What follows belongs to an exercise in optimizing a design on an open flow for small area; a production flow would make more cautious choices.
Where RTL was checked, it was by simulation tests only, not by an equivalence proof against the original.
No functional check of the RTL was part of runs 1 and 2.

File: run.sh
#!/bin/bash
# synth_recipe.tcl (not shown) runs the flow's synth.tcl, then flattens the netlist and writes it again
# the make line also repeats each setting of config.mk as NAME=value (left out here)
make -C /OpenROAD-flow-scripts/flow DESIGN_CONFIG=/design/flow/config.mk WORK_HOME=/design/flow/orfs CLKGATE_MAP_FILE= SYNTH_SCRIPT=/design/flow/synth_recipe.tcl finish
File: config.mk
export PLATFORM = sky130hd
export DESIGN_NAME = cordic_oscillator
export DESIGN_NICKNAME = cordic_oscillator
export VERILOG_FILES = /design/flow/design.v
export SDC_FILE = /design/flow/constraint.sdc
export NUM_CORES = 4
export LEC_CHECK = 0
export ABC_AREA = 1
export CAP_MARGIN = 20
export CORE_MARGIN = 2
export CORE_UTILIZATION = 40
export GPL_TIMING_DRIVEN = 0
export SLEW_MARGIN = 20
File: constraint.sdc
create_clock -name core_clock -period 5.5 [get_ports {clk}]
set_input_delay 1.1000 -clock core_clock [delete_from_list [all_inputs] [get_ports {clk}]]
set_output_delay 1.1000 -clock core_clock [all_outputs]
set_load 0.01 [all_outputs]
File: design.v
module cordic_pipelined (
    input  wire        clk,
    input  wire        rst,
    input  wire [19:0] z_in,
    output reg  [15:0] x_out,
    output reg  [15:0] y_out,
    output wire        valid_out
);
    reg signed [16:0] z_1_q1;
    reg signed [12:0] z_5_q2;
    reg signed [9:0] z_9_q3;
    reg signed [5:0] z_13_q4;
    reg [0:0] d_4_q2;
    reg [0:0] d_3_q2;
    reg [0:0] d_2_q2;
    reg [0:0] d_1_q2;
    reg [0:0] d_0_q1;
    reg [0:0] d_0_q2;
    reg signed [15:0] x_5_q3;
    reg signed [15:0] y_5_q3;
    reg [0:0] d_5_q3;
    reg [0:0] d_6_q3;
    reg signed [15:0] x_7_q4;
    reg signed [15:0] y_7_q4;
    reg [0:0] d_7_q3;
    reg [0:0] d_7_q4;
    reg [0:0] d_8_q3;
    reg [0:0] d_8_q4;
    reg signed [15:0] x_9_q5;
    reg signed [15:0] y_9_q5;
    reg [0:0] d_9_q4;
    reg [0:0] d_9_q5;
    reg [0:0] d_10_q4;
    reg [0:0] d_10_q5;
    reg signed [15:0] x_11_q6;
    reg signed [15:0] y_11_q6;
    reg [0:0] d_11_q4;
    reg [0:0] d_11_q5;
    reg [0:0] d_11_q6;
    reg [0:0] d_12_q4;
    reg [0:0] d_12_q5;
    reg [0:0] d_12_q6;
    reg signed [15:0] x_13_q7;
    reg signed [15:0] y_13_q7;
    reg [0:0] d_13_q5;
    reg [0:0] d_13_q6;
    reg [0:0] d_13_q7;
    reg [0:0] d_14_q5;
    reg [0:0] d_14_q6;
    reg [0:0] d_14_q7;
    reg signed [15:0] x_15_q8;
    reg signed [15:0] y_15_q8;
    reg [0:0] d_15_q5;
    reg [0:0] d_15_q6;
    reg [0:0] d_15_q7;
    reg [0:0] d_15_q8;
    reg [0:0] negx_q1;
    reg [0:0] negx_q2;
    reg [0:0] negx_q3;
    reg [0:0] negx_q4;
    reg [0:0] negx_q5;
    reg [0:0] negx_q6;
    reg [0:0] negx_q7;
    reg [0:0] negx_q8;
    reg [0:0] negy_q1;
    reg [0:0] negy_q2;
    reg [0:0] negy_q3;
    reg [0:0] negy_q4;
    reg [0:0] negy_q5;
    reg [0:0] negy_q6;
    reg [0:0] negy_q7;
    reg [0:0] negy_q8;
    always @(posedge clk) begin   
        z_1_q1 <= z_1;
        d_0_q1 <= d_0;
        negx_q1 <= negx;
        negy_q1 <= negy;
    end
    always @(posedge clk) begin   
        z_5_q2 <= z_5;
        d_4_q2 <= d_4;
        d_3_q2 <= d_3;
        d_2_q2 <= d_2;
        d_1_q2 <= d_1;
        d_0_q2 <= d_0_q1;
        negx_q2 <= negx_q1;
        negy_q2 <= negy_q1;
    end
    always @(posedge clk) begin   
        z_9_q3 <= z_9;
        x_5_q3 <= x_5;
        y_5_q3 <= y_5;
        d_5_q3 <= d_5;
        d_6_q3 <= d_6;
        d_7_q3 <= d_7;
        d_8_q3 <= d_8;
        negx_q3 <= negx_q2;
        negy_q3 <= negy_q2;
    end
    always @(posedge clk) begin   
        z_13_q4 <= z_13;
        x_7_q4 <= x_7;
        y_7_q4 <= y_7;
        d_7_q4 <= d_7_q3;
        d_8_q4 <= d_8_q3;
        d_9_q4 <= d_9;
        d_10_q4 <= d_10;
        d_11_q4 <= d_11;
        d_12_q4 <= d_12;
        negx_q4 <= negx_q3;
        negy_q4 <= negy_q3;
    end
    always @(posedge clk) begin   
        x_9_q5 <= x_9;
        y_9_q5 <= y_9;
        d_9_q5 <= d_9_q4;
        d_10_q5 <= d_10_q4;
        d_11_q5 <= d_11_q4;
        d_12_q5 <= d_12_q4;
        d_13_q5 <= d_13;
        d_14_q5 <= d_14;
        d_15_q5 <= d_15;
        negx_q5 <= negx_q4;
        negy_q5 <= negy_q4;
    end
    always @(posedge clk) begin   
        x_11_q6 <= x_11;
        y_11_q6 <= y_11;
        d_11_q6 <= d_11_q5;
        d_12_q6 <= d_12_q5;
        d_13_q6 <= d_13_q5;
        d_14_q6 <= d_14_q5;
        d_15_q6 <= d_15_q5;
        negx_q6 <= negx_q5;
        negy_q6 <= negy_q5;
    end
    always @(posedge clk) begin   
        x_13_q7 <= x_13;
        y_13_q7 <= y_13;
        d_13_q7 <= d_13_q6;
        d_14_q7 <= d_14_q6;
        d_15_q7 <= d_15_q6;
        negx_q7 <= negx_q6;
        negy_q7 <= negy_q6;
    end
    always @(posedge clk) begin   
        x_15_q8 <= x_15;
        y_15_q8 <= y_15;
        d_15_q8 <= d_15_q7;
        negx_q8 <= negx_q7;
        negy_q8 <= negy_q7;
    end
    wire signed [19:0] z = z_in;
    wire w_dn = z > 20'sd205887;             
    wire w_up = z <= -20'sd205887;           
    wire ge0   = w_dn ? z >= 20'sd411774 : w_up ? z >= -20'sd411774 : z >= 20'sd0;
    wire lepi2 = w_dn ? z <= 20'sd514717 : w_up ? z <= -20'sd308831 : z <= 20'sd102943;
    wire gempi2 = w_dn ? z >= 20'sd308831 : w_up ? z >= -20'sd514717 : z >= -20'sd102943;
    wire [1:0] qf = !ge0 ? (gempi2 ? 2'b11 : 2'b10) : (lepi2 ? 2'b00 : 2'b01);
    wire negz = qf != 2'b00;
    reg [16:0] c1;
    always @* begin
        case ({w_dn, w_up, qf})
            4'b0000: c1 = 17'h136f1;
            4'b0001: c1 = 17'h05b30;
            4'b0010: c1 = 17'h1a4d0;
            4'b0011: c1 = 17'h136f1;
            4'b1000: c1 = 17'h0ee73;
            4'b1001: c1 = 17'h0a3ae;
            4'b1010: c1 = 17'h1ed4e;
            4'b1011: c1 = 17'h17f6f;
            4'b0100: c1 = 17'h17f6f;
            4'b0101: c1 = 17'h012b2;
            4'b0110: c1 = 17'h15c52;
            4'b0111: c1 = 17'h0ee73;
            default: c1 = 17'h00000;
        endcase
    end
    wire d_0 = qf == 2'b10;
    wire negx = qf == 2'b01 || qf == 2'b10;
    wire negy = qf == 2'b11;
    wire [16:0] zn = z[16:0] ^ {17{negz}};
    wire [16:0] zn1 = {16'd0, negz};
    wire signed [16:0] z_1 = zn + c1 + zn1;
    wire [0:0] d_1 = z_1_q1[16];
    wire signed [15:0] z_2 = z_1_q1 + (d_1 ? 16'sd30385 : -16'sd30385);
    wire [0:0] d_2 = z_2[15];
    wire signed [14:0] z_3 = z_2 + (d_2 ? 15'sd16054 : -15'sd16054);
    wire [0:0] d_3 = z_3[14];
    wire signed [13:0] z_4 = z_3 + (d_3 ? 14'sd8149 : -14'sd8149);
    wire [0:0] d_4 = z_4[13];
    wire signed [12:0] z_5 = z_4 + (d_4 ? 13'sd4090 : -13'sd4090);
    wire [0:0] d_5 = z_5_q2[12];
    wire signed [11:0] z_6 = z_5_q2 + (d_5 ? 12'sd2047 : -12'sd2047);
    wire [0:0] d_6 = z_6[11];
    wire signed [10:0] z_7 = z_6 + (d_6 ? 11'sd1023 : -11'sd1023);
    wire [0:0] d_7 = z_7[10];
    wire signed [10:0] z_8 = z_7 + (d_7 ? 11'sd511 : -11'sd511);
    wire [0:0] d_8 = z_8[10];
    wire signed [9:0] z_9 = z_8 + (d_8 ? 10'sd255 : -10'sd255);
    wire [0:0] d_9 = z_9_q3[9];
    wire signed [8:0] z_10 = z_9_q3 + (d_9 ? 9'sd127 : -9'sd127);
    wire [0:0] d_10 = z_10[8];
    wire signed [7:0] z_11 = z_10 + (d_10 ? 8'sd63 : -8'sd63);
    wire [0:0] d_11 = z_11[7];
    wire signed [6:0] z_12 = z_11 + (d_11 ? 7'sd31 : -7'sd31);
    wire [0:0] d_12 = z_12[6];
    wire signed [5:0] z_13 = z_12 + (d_12 ? 6'sd15 : -6'sd15);
    wire [0:0] d_13 = z_13_q4[5];
    wire signed [4:0] z_14 = z_13_q4 + (d_13 ? 5'sd7 : -5'sd7);
    wire [0:0] d_14 = z_14[4];
    wire signed [4:0] z_15 = z_14 + (d_14 ? 5'sd3 : -5'sd3);
    wire [0:0] d_15 = z_15[4];
    function [31:0] xy_table(input [4:0] d);
        case (d)
            5'd0: xy_table = {16'hf8fd, 16'h3f90};
            5'd1: xy_table = {16'h3f94, 16'h0705};
            5'd2: xy_table = {16'h2ea6, 16'h2bc2};
            5'd3: xy_table = {16'h2bc2, 16'hd15a};
            5'd4: xy_table = {16'h17b8, 16'h3b65};
            5'd5: xy_table = {16'h3b67, 16'he847};
            5'd6: xy_table = {16'h3dbf, 16'h10a9};
            5'd7: xy_table = {16'h10a9, 16'hc241};
            5'd8: xy_table = {16'h08d9, 16'h3f57};
            5'd9: xy_table = {16'h3f59, 16'hf727};
            5'd10: xy_table = {16'h37fb, 16'h1eee};
            5'd11: xy_table = {16'h1eee, 16'hc805};
            5'd12: xy_table = {16'h259c, 16'h33ba};
            5'd13: xy_table = {16'h33ba, 16'hda62};
            5'd14: xy_table = {16'h3ff2, 16'h00f5};
            5'd15: xy_table = {16'h00f3, 16'hc00e};
            5'd16: xy_table = {16'h00f5, 16'h3ff2};
            5'd17: xy_table = {16'h3ff4, 16'hff0d};
            5'd18: xy_table = {16'h33ba, 16'h259c};
            5'd19: xy_table = {16'h259c, 16'hcc46};
            5'd20: xy_table = {16'h1eee, 16'h37fb};
            5'd21: xy_table = {16'h37fb, 16'he111};
            5'd22: xy_table = {16'h3f57, 16'h08d9};
            5'd23: xy_table = {16'h08d7, 16'hc0a9};
            5'd24: xy_table = {16'h10a9, 16'h3dbf};
            5'd25: xy_table = {16'h3dbf, 16'hef57};
            5'd26: xy_table = {16'h3b65, 16'h17b8};
            5'd27: xy_table = {16'h17b8, 16'hc49b};
            5'd28: xy_table = {16'h2bc2, 16'h2ea6};
            5'd29: xy_table = {16'h2ea4, 16'hd43e};
            5'd30: xy_table = {16'h3f90, 16'hf8fd};
            5'd31: xy_table = {16'hf8f9, 16'hc070};
        endcase
    endfunction
    wire [31:0] tab = xy_table({d_4_q2, d_3_q2, d_2_q2, d_1_q2, d_0_q2});
    wire signed [15:0] x_5 = tab[31:16];
    wire signed [15:0] y_5 = tab[15:0];
    wire signed [15:0] mx_5 = {16{~d_5_q3}}, my_5 = {16{d_5_q3}};
    wire signed [15:0] xo_5 = (y_5_q3 >>> 5) ^ mx_5;
    wire signed [15:0] yo_5 = (x_5_q3 >>> 5) ^ my_5;
    wire signed [15:0] cx_5 = {15'd0, ~d_5_q3}, cy_5 = {15'd0, d_5_q3};
    wire signed [15:0] x_6 = x_5_q3 + xo_5 + cx_5;
    wire signed [15:0] y_6 = y_5_q3 + yo_5 + cy_5;
    wire signed [15:0] mx_6 = {16{~d_6_q3}}, my_6 = {16{d_6_q3}};
    wire signed [15:0] xo_6 = (y_6 >>> 6) ^ mx_6;
    wire signed [15:0] yo_6 = (x_6 >>> 6) ^ my_6;
    wire signed [15:0] cx_6 = {15'd0, ~d_6_q3}, cy_6 = {15'd0, d_6_q3};
    wire signed [15:0] x_7 = x_6 + xo_6 + cx_6;
    wire signed [15:0] y_7 = y_6 + yo_6 + cy_6;
    wire signed [15:0] mx_7 = {16{~d_7_q4}}, my_7 = {16{d_7_q4}};
    wire signed [15:0] xo_7 = (y_7_q4 >>> 7) ^ mx_7;
    wire signed [15:0] yo_7 = (x_7_q4 >>> 7) ^ my_7;
    wire signed [15:0] cx_7 = {15'd0, ~d_7_q4}, cy_7 = {15'd0, d_7_q4};
    wire signed [15:0] x_8 = x_7_q4 + xo_7 + cx_7;
    wire signed [15:0] y_8 = y_7_q4 + yo_7 + cy_7;
    wire signed [15:0] mx_8 = {16{~d_8_q4}}, my_8 = {16{d_8_q4}};
    wire signed [15:0] xo_8 = (y_8 >>> 8) ^ mx_8;
    wire signed [15:0] yo_8 = (x_8 >>> 8) ^ my_8;
    wire signed [15:0] cx_8 = {15'd0, ~d_8_q4}, cy_8 = {15'd0, d_8_q4};
    wire signed [15:0] x_9 = x_8 + xo_8 + cx_8;
    wire signed [15:0] y_9 = y_8 + yo_8 + cy_8;
    wire signed [15:0] mx_9 = {16{~d_9_q5}}, my_9 = {16{d_9_q5}};
    wire signed [15:0] xo_9 = (y_9_q5 >>> 9) ^ mx_9;
    wire signed [15:0] yo_9 = (x_9_q5 >>> 9) ^ my_9;
    wire signed [15:0] cx_9 = {15'd0, ~d_9_q5}, cy_9 = {15'd0, d_9_q5};
    wire signed [15:0] x_10 = x_9_q5 + xo_9 + cx_9;
    wire signed [15:0] y_10 = y_9_q5 + yo_9 + cy_9;
    wire signed [15:0] mx_10 = {16{~d_10_q5}}, my_10 = {16{d_10_q5}};
    wire signed [15:0] xo_10 = (y_10 >>> 10) ^ mx_10;
    wire signed [15:0] yo_10 = (x_10 >>> 10) ^ my_10;
    wire signed [15:0] cx_10 = {15'd0, ~d_10_q5}, cy_10 = {15'd0, d_10_q5};
    wire signed [15:0] x_11 = x_10 + xo_10 + cx_10;
    wire signed [15:0] y_11 = y_10 + yo_10 + cy_10;
    wire signed [15:0] mx_11 = {16{~d_11_q6}}, my_11 = {16{d_11_q6}};
    wire signed [15:0] xo_11 = (y_11_q6 >>> 11) ^ mx_11;
    wire signed [15:0] yo_11 = (x_11_q6 >>> 11) ^ my_11;
    wire signed [15:0] cx_11 = {15'd0, ~d_11_q6}, cy_11 = {15'd0, d_11_q6};
    wire signed [15:0] x_12 = x_11_q6 + xo_11 + cx_11;
    wire signed [15:0] y_12 = y_11_q6 + yo_11 + cy_11;
    wire signed [15:0] mx_12 = {16{~d_12_q6}}, my_12 = {16{d_12_q6}};
    wire signed [15:0] xo_12 = (y_12 >>> 12) ^ mx_12;
    wire signed [15:0] yo_12 = (x_12 >>> 12) ^ my_12;
    wire signed [15:0] cx_12 = {15'd0, ~d_12_q6}, cy_12 = {15'd0, d_12_q6};
    wire signed [15:0] x_13 = x_12 + xo_12 + cx_12;
    wire signed [15:0] y_13 = y_12 + yo_12 + cy_12;
    wire signed [15:0] mx_13 = {16{~d_13_q7}}, my_13 = {16{d_13_q7}};
    wire signed [15:0] xo_13 = (y_13_q7 >>> 13) ^ mx_13;
    wire signed [15:0] yo_13 = (x_13_q7 >>> 13) ^ my_13;
    wire signed [15:0] cx_13 = {15'd0, ~d_13_q7}, cy_13 = {15'd0, d_13_q7};
    wire signed [15:0] x_14 = x_13_q7 + xo_13 + cx_13;
    wire signed [15:0] y_14 = y_13_q7 + yo_13 + cy_13;
    wire signed [15:0] mx_14 = {16{~d_14_q7}}, my_14 = {16{d_14_q7}};
    wire signed [15:0] xo_14 = (y_14 >>> 14) ^ mx_14;
    wire signed [15:0] yo_14 = (x_14 >>> 14) ^ my_14;
    wire signed [15:0] cx_14 = {15'd0, ~d_14_q7}, cy_14 = {15'd0, d_14_q7};
    wire signed [15:0] x_15 = x_14 + xo_14 + cx_14;
    wire signed [15:0] y_15 = y_14 + yo_14 + cy_14;
    wire signed [15:0] mx_15 = {16{~d_15_q8}}, my_15 = {16{d_15_q8}};
    wire signed [15:0] xo_15 = (y_15_q8 >>> 15) ^ mx_15;
    wire signed [15:0] yo_15 = (x_15_q8 >>> 15) ^ my_15;
    wire signed [15:0] cx_15 = {15'd0, ~d_15_q8}, cy_15 = {15'd0, d_15_q8};
    wire signed [15:0] x_16 = x_15_q8 + xo_15 + cx_15;
    wire signed [15:0] y_16 = y_15_q8 + yo_15 + cy_15;
    always @(posedge clk) begin
        x_out <= negx_q8 ? -x_16 : x_16;
        y_out <= negy_q8 ? -y_16 : y_16;
    end
    reg [3:0] vcnt;
    always @(posedge clk)
        if (rst) vcnt <= 0;
        else if (vcnt != 9) vcnt <= vcnt + 1'b1;
    assign valid_out = vcnt == 9;
endmodule
module add_rca #(parameter W = 16) (
    input  wire [W-1:0] a,
    input  wire [W-1:0] b,
    input  wire         ci,
    output wire [W-1:0] s
);
    wire [W:0] c;
    assign c[0] = ci;
    genvar i;
    generate
        for (i = 0; i < W; i = i + 1) begin : bit_
            assign s[i]   = a[i] ^ b[i] ^ c[i];
            assign c[i+1] = (a[i] & b[i]) | (c[i] & (a[i] ^ b[i]));
        end
    endgenerate
endmodule
module add_csel #(parameter W = 16, parameter LO = 8) (
    input  wire [W-1:0] a,
    input  wire [W-1:0] b,
    input  wire         ci,
    output wire [W-1:0] s
);
    wire [LO:0] c;
    assign c[0] = ci;
    wire [W-1:LO] h0, h1;
    wire [W:LO] c0, c1;
    assign c0[LO] = 1'b0;
    assign c1[LO] = 1'b1;
    genvar i;
    generate
        for (i = 0; i < LO; i = i + 1) begin : lo_
            assign s[i]   = a[i] ^ b[i] ^ c[i];
            assign c[i+1] = (a[i] & b[i]) | (c[i] & (a[i] ^ b[i]));
        end
        for (i = LO; i < W; i = i + 1) begin : hi_
            assign h0[i]   = a[i] ^ b[i] ^ c0[i];
            assign c0[i+1] = (a[i] & b[i]) | (c0[i] & (a[i] ^ b[i]));
            assign h1[i]   = a[i] ^ b[i] ^ c1[i];
            assign c1[i+1] = (a[i] & b[i]) | (c1[i] & (a[i] ^ b[i]));
        end
    endgenerate
    assign s[W-1:LO] = c[LO] ? h1 : h0;
endmodule
module add_cla2 #(parameter W = 16) (
    input  wire [W-1:0] a,
    input  wire [W-1:0] b,
    input  wire         ci,
    output wire [W-1:0] s
);
    wire [W-1:0] g = a & b;
    wire [W-1:0] p = a ^ b;
    wire [W:0] c;
    assign c[0] = ci;
    genvar i;
    generate
        for (i = 0; i < W; i = i + 1) begin : bit_
            if (i % 2 == 0)
                assign c[i+1] = g[i] | (p[i] & c[i]);
            else
                assign c[i+1] = g[i] | (p[i] & g[i-1]) | (p[i] & p[i-1] & c[i-1]);
        end
    endgenerate
    assign s = p ^ c[W-1:0];
endmodule
module cordic_oscillator (
    input  wire               clk,
    input  wire               rst,
    input  wire               ce,
    input  wire signed [31:0] tuning_word,
    output wire signed [15:0] sin_out,
    output wire signed [15:0] cos_out,
    output wire               valid_out
);
    localparam [31:0] TWO_PI = 32'h6487ED51;
    reg  [31:0] phase_acc;
    wire [31:0] n  = phase_acc + tuning_word;
    wire [31:0] n1 = phase_acc + tuning_word - TWO_PI;
    wire [31:0] n2 = phase_acc + tuning_word + TWO_PI;
    always @(posedge clk) begin
        if (rst)
            phase_acc <= 32'd0;
        else if (ce)
            phase_acc <= (!n[31] && !n1[31]) ? n1 : n[31] ? n2 : n;
    end
    cordic_pipelined core (
        .clk(clk), .rst(rst), .z_in(phase_acc[31:12]),
        .x_out(cos_out), .y_out(sin_out), .valid_out(valid_out));
endmodule
==> results of run 1 <==
==> worst paths after layout <==
check                  start              to  slack, ns  cells past startpoint
max reg2reg  core.z_5_q2[12]  core.z_9_q3[9]      -1.02                     40
min              core.d_7_q3     core.d_7_q4       0.32                      0
min reg2reg      core.d_7_q3     core.d_7_q4       0.32                      0
max          core.z_5_q2[12]  core.z_9_q3[9]      -1.02                     40
==> metrics by stage <==
stage | area [um^2] | hold WS, ns | worst slack (ns) | utilization [%] | std cells
global route | 40900 | 0.331 | -1.36 | 49.2 | 6009
global placement | 35700 | 0.310 | -1.82 | 42.9 | 5733
detailed placement | 35700 | 0.312 | -1.83 | 42.9 | 5733
finish | 40900 | 0.324 | -1.02 | 49.2 | 6009
floorplan | 33700 | 0.310 | -0.439 | - | 4586
CTS | 38700 | 0.325 | -0.623 | 46.5 | 5892
==> what timing repair did <==
item	CTS	global route
buffers inserted	84	123
resized for setup	134	313
setup endpoints to repair	126	90
cloned	1	3
pin swaps	61	181
==> final cells by class <==
cell class                      count  area, um^2  share of cell area, %
Timing Repair Buffer              265        2250                   5.51
Inverter                          658        2490                   6.09
Multi-Input combinational cell   3523       25900                   63.2
Clock buffer                       57        1210                   2.96
Tap cell                         1080        1350                   3.30
Clock inverter                     22         419                   1.02
Timing Repair inverter              1        6.26                 0.0153
Buffer                             51         250                  0.611
Sequential cell                   352        7080                   17.3
==> synth_stat cells, drive strengths merged (8+ instances only) <==
cell type	instances	area [um^2]
o21a	8	60.1
nor3	42	210
o21bai	86	646
o21ai	244	1230
nand3	214	1130
nand4	39	259
buf	9	36.3
a21oi	455	2310
dfxtp	352	7050
xnor2	156	1370
nand2	826	3330
o22ai	11	68.8
a211oi	15	113
inv	657	2470
a21o	17	128
o221ai	18	158
a31oi	24	150
or2	13	81.3
ha	468	5860
clkbuf	47	176
fa	28	561
o211ai	19	143
xor2	468	4120
nor2	295	1170
==> sequential cells by signal, summed over array words and instances, names as in the netlist, 10 cells and up <==
| register | flops |
|---|---|
| core.y_9_q5 | 16 |
| core.x_5_q3 | 15 |
| core.y_11_q6 | 16 |
| core.x_13_q7 | 16 |
| core.y_7_q4 | 16 |
| core.x_15_q8 | 16 |
| core.x_7_q4 | 16 |
| core.z_5_q2 | 13 |
| phase_acc | 32 |
| core.y_5_q3 | 15 |
| core.x_11_q6 | 16 |
| core.y_out | 16 |
| core.y_15_q8 | 16 |
| core.y_13_q7 | 16 |
| core.z_1_q1 | 17 |
| core.z_9_q3 | 10 |
| core.x_9_q5 | 16 |
| core.x_out | 16 |
==> worst max-delay path, delay by kind of cell (launching register included) <==
family          cells  cell delay (ns)
compound gates     16             2.54
xor+xnor            5             0.71
fa+ha+maj           4             1.12
buf+inv             4             0.57
flops               1             0.38
simple gates       11             1.11
==> cell families (layout without fill, tap and decap cells) <==
group	Yosys count	in the layout	share of synthesized area [%]
AOI/OAI and AO/OA	948	948	16.3
xor gates and xnor gates	624	624	16.4
adders and majority gates	496	496	19.2
buffers and inverters	714	1054	8.03
DFF	352	352	21.1
muxes	3	3	0.101
and+or+nand+nor	1449	1452	18.9
==> layer usage <==
layer | track usage, % | part of all wire [%] | vias up
met5 | 0 | 0 | -
met4 | 4.64 | 2.4 | 0
met1 | 22.9 | 45 | 13600
li1 | - | - | 15800
met2 | 33.5 | 49 | 480
met3 | 2.22 | 3.7 | 123
==> impl_metrics.py, run 1 <==
metrics = {
    "floorplanning": {
        "core_um2": 83200,
        "die_y_um": 293,
        "ioPinCount": 68,
        "initial_core_util_pct": 40.2,
        "dieWidth_um": 293,
        "row_count": 106,
        "dieArea_um2": 85900,
    },
    "critical_path": {
        "slowest_delay_ns": 0.38,
        "startpoint_type": "register",
        "crit_required_ns": 6.02,
        "cpMostUsedCell": "o21bai_1",
        "critPathSlowestCell": "dfxtp_4",
        "setup.worst_path.class": "register to register",
        "endpoint_kind": "register",
        "arrival_ns": 7.03,
        "crit_fanout": 6,
    },
    "final_layout": {
        "final_cell_mix": "nand2_1 (738), inv_1 (625), xor2_1 (434)",
        "nets": 5427,
        "fillers": 7981,
        "mostFrequentLayoutCell": "nand2_1",
        "drive_above_1_share_pct": 14.9,
        "num_antenna_cells": 0,
        "area_delta_synth_final_pct": 22.5,
    },
    "timing": {
        "max_freq_mhz": 153,
        "fin_crit_ns": 6.52,
        "final-setup-viol-count": 8,
        "tightest_slew_ns": 0.872,
        "finalSetupTns_ns": -2.88,
        "skew_ns": 0.0434,
        "slew_violations": 0,
        "relSlewSlack_pct": 41.6,
        "grt_setup_unrepaired": "true",
        "period_share_pct": 119,
        "hold_violations": 0,
        "finalWorstSetupSlack_ns": -1.02,
    },
    "place": {
        "hpwl_mm": 63.6,
        "portBuffers": 67,
        "gp_congestion": 0.881,
    },
    "route": {
        "drt_iter0_markers": 1416,
        "dr_total_vias": 30000,
        "viasPerCell": 4.98,
        "remaining_drc_errors": 0,
        "dr.pass1.iters": 5,
        "wl_mm": 83.3,
        "wl_per_cell_um": 13.9,
        "ant_nets": 0,
    },
    "logic_synthesis": {
        "netlist_area_um2": 33400,
        "syn_inst": 4586,
        "ys_ff_latch": 352,
        "synthFlopType": "dfxtp_1",
        "synth-async-reset-ratio_pct": 0,
        "synth_cell_type_count": 61,
        "yosysSeqAreaShare_pct": 21.1,
        "syn_avg_cell_area_um2": 7.29,
        "synth_warnings": 2,
        "syn_nets": 5117,
        "synth-edff-count": 0,
    },
    "cts": {
        "clkLatencyLatePin_ns": 0.60,
        "clockRootBuffer": "clkbuf_16",
        "clk_path_buf_depth": 3,
        "cts_tree": "yes",
        "cts_buffers": 44,
        "path_clk_slew_ns": 0.05,
        "ctsHtreeMaxLevel": 2,
        "cts.sinks": 352,
        "postCtsHoldBufs": 0,
    },
    "hold_path": {
        "min_path_type": "register to register",
    },
    "grt": {
        "grt_use_total_pct": 18.4,
        "antenna_found_initial": 0,
        "grt_max_degree": 17,
        "grt_pass1_vias": 28200,
        "grt_pass1_wl_mm": 133,
        "grt.overflow.total": 0,
    },
    "run_status": {
        "violatedChecks": "negative setup slack",
        "run_status": "finished with violations",
    },
    "flow_run": {
        "max_cap_violations": 0,
    },
}
==> inputs of run 2 (changes only) <==
--- a/config.mk
+++ b/config.mk
@@ -6,8 +6,8 @@
 export NUM_CORES = 4
 export LEC_CHECK = 0
 export ABC_AREA = 1
-export CAP_MARGIN = 20
+export CAP_MARGIN = 0
 export CORE_MARGIN = 2
 export CORE_UTILIZATION = 40
 export GPL_TIMING_DRIVEN = 0
-export SLEW_MARGIN = 20
+export SLEW_MARGIN = 0
==> run 2 against run 1 <==
- the layout still fails its checks (negative setup slack)
- first-iteration DRC count shrank 8.3%
- routed wire length shrank 0.98%
- final cell count shrank 0.47%
- hold slack lost 0.0033 ns
- critical path type unchanged
- highest routed layer is now met5
==> impl_metrics.py, run 2 <==
metrics = {
    "critical_path": {
        "reg2regPathDepth": 41,
        "crit_required_ns": 6.02,
        "reg2reg_to": "core.z_9_q3[9]",
        "crit_fanout": 5,
        "reg2reg_from": "core.z_5_q2[12]",
        "rrSetupSlack_ns": -0.81,
        "arrival_ns": 6.84,
        "endpoint_kind": "register",
        "critPathSlowestCell": "dfxtp_4",
        "startpoint_type": "register",
        "slowest_delay_ns": 0.38,
        "cpMostUsedCell": "o21bai_1",
        "setup.worst_path.class": "register to register",
    },
    "logic_synthesis": {
        "yosysMostFrequentCell": "nand2_1",
        "netlist.area_leader.share_pct": 21.1,
        "synth_cell_type_count": 61,
        "netlist_area_um2": 33400,
        "synth_warnings": 2,
        "synth-async-reset-ratio_pct": 0,
        "syn_avg_cell_area_um2": 7.29,
        "yosysSeqAreaShare_pct": 21.1,
        "syn_inst": 4586,
        "syn_nets": 5117,
        "ys_top_cells_by_area": "dfxtp_1 (21%), ha_1 (18%), xor2_1 (12%), nand2_1 (8.7%), inv_1 (7.3%)",
        "ys_top_cells_by_count": "nand2_1 (776), inv_1 (646), ha_1 (468), xor2_1 (465), a21oi_1 (451)",
        "synthFlopType": "dfxtp_1",
        "yosysTopAreaCell": "dfxtp_1",
        "ys_ff_latch": 352,
        "synth-edff-count": 0,
    },
    "grt": {
        "grt_use_total_pct": 18.5,
        "grt_max_degree": 17,
        "grt_pass1_wl_mm": 133,
        "antenna_found_initial": 1,
        "grt_pass1_vias": 28300,
        "grt.overflow.total": 0,
    },
    "hold_path": {
        "holdPathEnd": "core.d_11_q6",
        "worstHoldStart": "core.d_11_q5",
        "hold_depth": 0,
        "min_path_type": "register to register",
    },
    "floorplanning": {
        "initial_core_util_pct": 40.2,
        "row_count": 106,
        "core_um2": 83200,
        "dieWidth_um": 293,
        "die_y_um": 293,
        "dieArea_um2": 85900,
        "ioPinCount": 68,
    },
    "timing": {
        "tightest_slew_ns": 1.08,
        "finalWorstSetupSlack_ns": -0.812,
        "relSlewSlack_pct": 27.6,
        "hold_violations": 0,
        "period_share_pct": 115,
        "grt_setup_unrepaired": "true",
        "max_freq_mhz": 158,
        "slew_violations": 0,
        "fin_crit_ns": 6.31,
        "final-setup-viol-count": 7,
        "skew_ns": 0.0371,
    },
    "route": {
        "ant_nets": 0,
        "wirelength_met1_mm": 37.7,
        "viasPerCell": 4.97,
        "wl_met2_mm": 40.5,
        "route.met3.wl_mm": 2.93,
        "top_layer_used": "met5",
        "dr.pass1.iters": 5,
        "dr_total_vias": 29700,
        "wl_mm": 82.5,
        "wl_per_cell_um": 13.8,
        "remaining_drc_errors": 0,
        "drt_iter0_markers": 1298,
    },
    "flow_run": {
        "max_cap_violations": 0,
    },
    "final_layout": {
        "num_antenna_cells": 0,
        "largest_registers": "phase_acc x32, core.z_1_q1 x17",
        "area_delta_synth_final_pct": 21.7,
        "seq_area_um2": 7080,
        "finalNonFillerCells": 5981,
        "largest_register_ffs": 32,
        "fillers": 8013,
        "multi_input_area_um2": 25800,
        "mostFrequentLayoutCell": "nand2_1",
        "nets": 5401,
        "regMostFlops": "phase_acc",
        "drive_above_1_share_pct": 14.1,
        "final_cell_mix": "nand2_1 (740), inv_1 (625), xor2_1 (440)",
    },
    "cts": {
        "cts.sinks": 352,
        "clkLatencyLatePin_ns": 0.59,
        "ctsHtreeMaxLevel": 2,
        "cts_tree": "yes",
        "path_clk_slew_ns": 0.06,
        "clockRootBuffer": "clkbuf_16",
        "clk_path_buf_depth": 3,
        "cts_buffers": 44,
    },
    "place": {
        "hpwl_mm": 64.1,
        "dpl.cell_count": 5733,
        "portBuffers": 67,
        "gp_congestion": 0.881,
    },
    "run_status": {
        "run_status": "finished with violations",
        "violatedChecks": "negative setup slack",
    },
}
-- run 2: cell counts after synthesis --
Identical to the previous run, type by type.
-- run 2: worst max-delay path, delay by kind of cell (launching register included) --
kind | cells | cell delay, ns
AND/OR/NAND/NOR | 8 | 0.56
flip-flops | 1 | 0.38
XOR/XNOR | 5 | 0.77
buffers and inverters | 4 | 0.45
AO/OA/AOI/OAI | 20 | 3.01
adder cells (fa/ha/maj) | 4 | 1.11
-- run 2: repair_timing --
action                     in CTS  in global routing
setup buffers                  70                104
pin swaps                      63                187
gates resized for setup       136                295
hold buffers                    0                  0
cloned                          2                  2
setup endpoints to repair     126                 89
-- run 2: cells by family (layout without fill, tap and decap cells) --
kind of cell | count (synthesis) | in the layout | share of synthesized area, %
compound gates | 948 | 948 | 16.3
xor+xnor | 624 | 624 | 16.4
fa+ha+maj | 496 | 496 | 19.2
buf+inv | 714 | 1026 | 8.03
flops | 352 | 352 | 21.1
mux | 3 | 3 | 0.101
simple gates | 1449 | 1452 | 18.9
-- run 2: cell type report --
type,instances,share of cell area (%)
flip-flops and latches,352,17.4
clock inverters,21,0.947
clock buffers,56,3.07
multi-input cells,3523,63.3
repair buffers,239,5.17
repair inverters,1,0.0185
well taps,1080,3.32
inverters,658,6.13
plain buffers,51,0.612
-- run 2: worst max path at each step --
| stage | startpoint | end |
|---|---|---|
| global route | core.z_5_q2[12] | core.z_9_q3[9] |
| finish | core.z_5_q2[12] | core.z_9_q3[9] |
| CTS | core.z_5_q2[12] | core.z_9_q3[9] |
| detailed placement | tuning_word[0] | phase_acc[19] |
| global placement | tuning_word[0] | phase_acc[19] |
| floorplan | core.z_5_q2[12] | core.z_9_q3[9] |
-- run 2: stage by stage --
step / setup slack [ns] / util [%] / hold WS, ns / TNS (ns) / area [um^2]
5_1_grt: -1.31 / 48.9 / 0.330 / -9.78 / 40700
2_1_floorplan: -0.439 / - / 0.310 / -0.506 / 33700
4_1_cts: -0.625 / 46.4 / 0.318 / -1.88 / 38600
6_report: -0.812 / 48.9 / 0.320 / -2.62 / 40700
3_5_place_dp: -1.88 / 42.9 / 0.312 / -88.34 / 35700
3_3_place_gp: -1.82 / 42.9 / 0.310 / -85.69 / 35700
-- run 2: per-layer routing --
metal | global-route usage (%) | vias to the layer above
met4 | 3.83 | 2
met5 | 0 | -
met1 | 23.1 | 13400
met3 | 2.15 | 97
li1 | - | 15800
met2 | 33.9 | 436
==> inputs of run 3 (changes only) <==
--- a/design.v
+++ b/design.v
@@ -150,38 +150,23 @@
         negx_q8 <= negx_q7;
         negy_q8 <= negy_q7;
     end
-    wire signed [19:0] z = z_in;
-    wire w_dn = z > 20'sd205887;             
-    wire w_up = z <= -20'sd205887;           
-    wire ge0   = w_dn ? z >= 20'sd411774 : w_up ? z >= -20'sd411774 : z >= 20'sd0;
-    wire lepi2 = w_dn ? z <= 20'sd514717 : w_up ? z <= -20'sd308831 : z <= 20'sd102943;
-    wire gempi2 = w_dn ? z >= 20'sd308831 : w_up ? z >= -20'sd514717 : z >= -20'sd102943;
-    wire [1:0] qf = !ge0 ? (gempi2 ? 2'b11 : 2'b10) : (lepi2 ? 2'b00 : 2'b01);
-    wire negz = qf != 2'b00;
-    reg [16:0] c1;
+    localparam signed [19:0] Z_PI = 20'h3243F, Z_PI2 = 20'h1921F, Z_2PI = 20'h6487E;
+    reg signed [19:0] zw, zf;
+    reg [1:0] qf;
     always @* begin
-        case ({w_dn, w_up, qf})
-            4'b0000: c1 = 17'h136f1;
-            4'b0001: c1 = 17'h05b30;
-            4'b0010: c1 = 17'h1a4d0;
-            4'b0011: c1 = 17'h136f1;
-            4'b1000: c1 = 17'h0ee73;
-            4'b1001: c1 = 17'h0a3ae;
-            4'b1010: c1 = 17'h1ed4e;
-            4'b1011: c1 = 17'h17f6f;
-            4'b0100: c1 = 17'h17f6f;
-            4'b0101: c1 = 17'h012b2;
-            4'b0110: c1 = 17'h15c52;
-            4'b0111: c1 = 17'h0ee73;
-            default: c1 = 17'h00000;
-        endcase
+        zw = z_in;
+        if (zw > Z_PI) zw = zw - Z_2PI;
+        else if (zw <= -Z_PI) zw = zw + Z_2PI;
+        if (zw >= 0 && zw <= Z_PI2) begin qf = 2'b00; zf = zw; end
+        else if (zw > Z_PI2) begin qf = 2'b01; zf = Z_PI - zw; end
+        else if (zw >= -Z_PI2) begin qf = 2'b11; zf = -zw; end
+        else begin qf = 2'b10; zf = -(Z_PI + zw); end
     end
-    wire d_0 = qf == 2'b10;
+    wire signed [17:0] z_0 = zf[17:0];
     wire negx = qf == 2'b01 || qf == 2'b10;
     wire negy = qf == 2'b11;
-    wire [16:0] zn = z[16:0] ^ {17{negz}};
-    wire [16:0] zn1 = {16'd0, negz};
-    wire signed [16:0] z_1 = zn + c1 + zn1;
+    wire [0:0] d_0 = z_0[17];
+    wire signed [16:0] z_1 = z_0 + (d_0 ? 17'sd51471 : -17'sd51471);
     wire [0:0] d_1 = z_1_q1[16];
     wire signed [15:0] z_2 = z_1_q1 + (d_1 ? 16'sd30385 : -16'sd30385);
     wire [0:0] d_2 = z_2[15];
--- a/config.mk
+++ b/config.mk
@@ -6,8 +6,7 @@
 export NUM_CORES = 4
 export LEC_CHECK = 0
 export ABC_AREA = 1
-export CAP_MARGIN = 0
+export CAP_MARGIN = 20
 export CORE_MARGIN = 2
 export CORE_UTILIZATION = 40
-export GPL_TIMING_DRIVEN = 0
-export SLEW_MARGIN = 0
+export SLEW_MARGIN = 20
==> run 3 against run 2 <==
- flip-flop and latch count is the same
- final cell count grew 13%
- synthesized cell count grew 6.3%
- via count grew 11%
- still fails the layout checks on negative setup slack
- critical path type unchanged
- clock skew grew 0.020 ns
- largest cell class unchanged
==> impl_metrics.py, run 3 <==
metrics = {
    "place": {
        "portBuffers": 67,
        "hpwl_mm": 72.3,
        "gp_congestion": 0.911,
        "dpl.cell_count": 6567,
    },
    "cts": {
        "clk_path_buf_depth": 3,
        "clockRootBuffer": "clkbuf_16",
        "path_clk_slew_ns": 0.06,
        "cts.sinks": 352,
        "clkLatencyLatePin_ns": 0.62,
        "ctsHtreeMaxLevel": 2,
        "cts_buffers": 46,
        "postCtsHoldBufs": 0,
        "cts_tree": "yes",
    },
    "floorplanning": {
        "core_um2": 85400,
        "row_count": 107,
        "dieArea_um2": 88900,
        "die_y_um": 298,
        "initial_core_util_pct": 40.5,
        "dieWidth_um": 298,
        "ioPinCount": 68,
    },
    "grt": {
        "antenna_found_initial": 0,
        "grt_use_total_pct": 19.7,
        "grt.overflow.total": 0,
        "grt_pass1_vias": 31300,
        "grt_pass1_wl_mm": 148,
        "grt_max_degree": 49,
    },
    "final_layout": {
        "area_delta_synth_final_pct": 29.4,
        "regMostFlops": "phase_acc",
        "nets": 6100,
        "largest_registers": "phase_acc x32, core.z_1_q1 x17",
        "finalNonFillerCells": 6734,
        "largest_register_ffs": 32,
        "fin_util_pct": 52.5,
        "drive_above_1_share_pct": 20.1,
        "final_cell_mix": "nand2_1 (836), inv_1 (657), buf_4 (598)",
        "num_antenna_cells": 0,
        "mostFrequentLayoutCell": "nand2_1",
    },
    "timing": {
        "period_share_pct": 104,
        "slew_violations": 0,
        "fin_crit_ns": 5.71,
        "grt_setup_unrepaired": "true",
        "whs_ns": 0.312,
        "hold_violations": 0,
        "tightest_slew_ns": 0.891,
        "final-setup-viol-count": 2,
        "finalSetupTns_ns": -0.239,
        "finalWorstSetupSlack_ns": -0.208,
        "max_freq_mhz": 175,
        "relSlewSlack_pct": 40.6,
        "skew_ns": 0.0567,
    },
    "logic_synthesis": {
        "ys_top_cells_by_area": "dfxtp_1 (20%), ha_1 (17%), xor2_1 (12%), nand2_1 (9.7%), inv_1 (7.5%)",
        "yosysTopAreaCell": "dfxtp_1",
        "synth-edff-count": 0,
        "syn_nets": 5414,
        "syn_avg_cell_area_um2": 7.11,
        "ys_ff_latch": 352,
        "yosysSeqAreaShare_pct": 20.3,
        "yosysMostFrequentCell": "nand2_1",
        "synth-async-reset-ratio_pct": 0,
        "ys_top_cells_by_count": "nand2_1 (899), inv_1 (688), ha_1 (478), a21oi_1 (477), xor2_1 (468)",
        "synth_warnings": 2,
        "syn_inst": 4873,
        "netlist.area_leader.share_pct": 20.3,
        "synth_cell_type_count": 68,
        "synthFlopType": "dfxtp_1",
        "netlist_area_um2": 34600,
    },
    "critical_path": {
        "path_buf_inv": 3,
        "critPathSlowestCell": "dfxtp_4",
        "crit_fanout": 7,
        "setup.worst_path.class": "register to register",
        "cpMostUsedCell": "a21oi_2",
        "arrival_ns": 6.25,
        "startpoint_type": "register",
        "path_delay_family": "compound AO/OA/AOI/OAI gates",
        "endpoint_kind": "register",
        "slowest_delay_ns": 0.39,
        "crit_required_ns": 6.04,
    },
    "route": {
        "dr.pass1.iters": 8,
        "viasPerCell": 4.91,
        "wl_mm": 90.5,
        "remaining_drc_errors": 0,
        "ant_nets": 0,
        "wl_per_cell_um": 13.4,
        "dr_total_vias": 33000,
        "drt_iter0_markers": 1811,
    },
    "hold_path": {
        "min_path_type": "register to register",
    },
    "run_status": {
        "run_status": "finished with violations",
        "violatedChecks": "negative setup slack",
    },
    "flow_run": {
        "max_cap_violations": 0,
    },
}
-- run 3: changes by cell type in the layout (fill, tap and decap cells not counted), moves of 19 or more --
cell	change
a21oi_1	+29
buf_4	+441
clkbuf_1	-28
ha_1	+22
inv_1	+32
nand2_1	+96
nand2_2	+23
nand3_1	+41
xnor2_1	+19
-- run 3: layer usage --
metal,up-vias,wire length [um],track usage (%)
li1,17500,-,-
met1,14900,42200,25.5
met2,569,42900,34.4
met3,108,3440,2.25
met4,0,1940,5.29
met5,-,0,0
-- run 3: worst paths after layout --
check,startpoint,endpoint,slack [ns],depth (start not counted)
worst max-delay path,core.z_5_q2[12],core.z_9_q3[9],-0.21,38
worst min-delay path,core.d_11_q5,core.d_11_q6,0.31,0
worst max register to register,core.z_5_q2[12],core.z_9_q3[9],-0.21,38
worst min register to register,core.d_11_q5,core.d_11_q6,0.31,0
-- run 3: metrics by stage --
stage,instance area (um^2),setup slack (ns)
after floorplan,34900,-0.253
after global placement,40800,-0.587
after detailed placement,40800,-0.655
after CTS,42700,-0.205
after global routing,44800,-0.649
final,44800,-0.208
-- run 3: logic make-up (layout without fill, tap and decap cells) --
| group | after synthesis | count (layout) | share of synthesized area, % |
|---|---|---|---|
| AOI/OAI and AO/OA | 972 | 972 | 16.0 |
| xor gates and xnor gates | 636 | 636 | 16.2 |
| adders and majority gates | 506 | 506 | 18.9 |
| buffers and inverters | 762 | 1477 | 8.32 |
| DFF | 352 | 352 | 20.3 |
| muxes | 3 | 3 | 0.0903 |
| and+or+nand+nor | 1642 | 1644 | 20.2 |
-- run 3: worst register-to-register path, delay by kind of cell (launching register included) --
family	cells	cell delay, ns
AND/OR/NAND/NOR	7	0.51
adder cells (fa/ha/maj)	4	1.04
buffers and inverters	3	0.40
XOR/XNOR	5	0.84
AO/OA/AOI/OAI	19	2.50
flip-flops	1	0.39
-- run 3: final cells by class --
class,count,area [um^2]
flip-flops and latches,352,7090
multi-input cells,3761,26600
inverters,704,2660
clock inverters,20,224
repair buffers,694,5520
fillers,8398,40600
clock buffers,59,1280
well taps,1144,1430
-- run 3: what timing repair did --
item | CTS | global route
pin swaps | 49 | 224
gates resized for setup | 66 | 379
gates cloned | 0 | 2
buffers inserted | 14 | 72
setup endpoints to repair | 17 | 86

[port drivers added, routing unchanged]
How much do the figures lean on ideal ports? The routed layouts below were timed once more, with nothing changed but the port constraints. Step 1 (the two cells are an assumption about what drives the block):
set clk [get_ports {clk}]
set_driving_cell -lib_cell sky130_fd_sc_hd__clkbuf_16 $clk
set_driving_cell -lib_cell sky130_fd_sc_hd__buf_2 [delete_from_list [all_inputs] $clk]
Step 2 adds t to the input delays and takes it off the output delays; t is the mean of the earliest and latest rising clock arrival at the registers after step 1. Input paths then give back, and output paths get back, about the clock's delay inside the block. Three values: ideal ports, drivers, drivers and shift; two values: the first two.
run	t, ns	setup slack, ns	cell pins on the clock port's net
run 1	0.639	-1.019 / -1.019 / -1.019	1
run 2	0.637	-0.812 / -0.812 / -0.812	1
run 3	0.648	-0.208 / -0.208 / -0.208	1
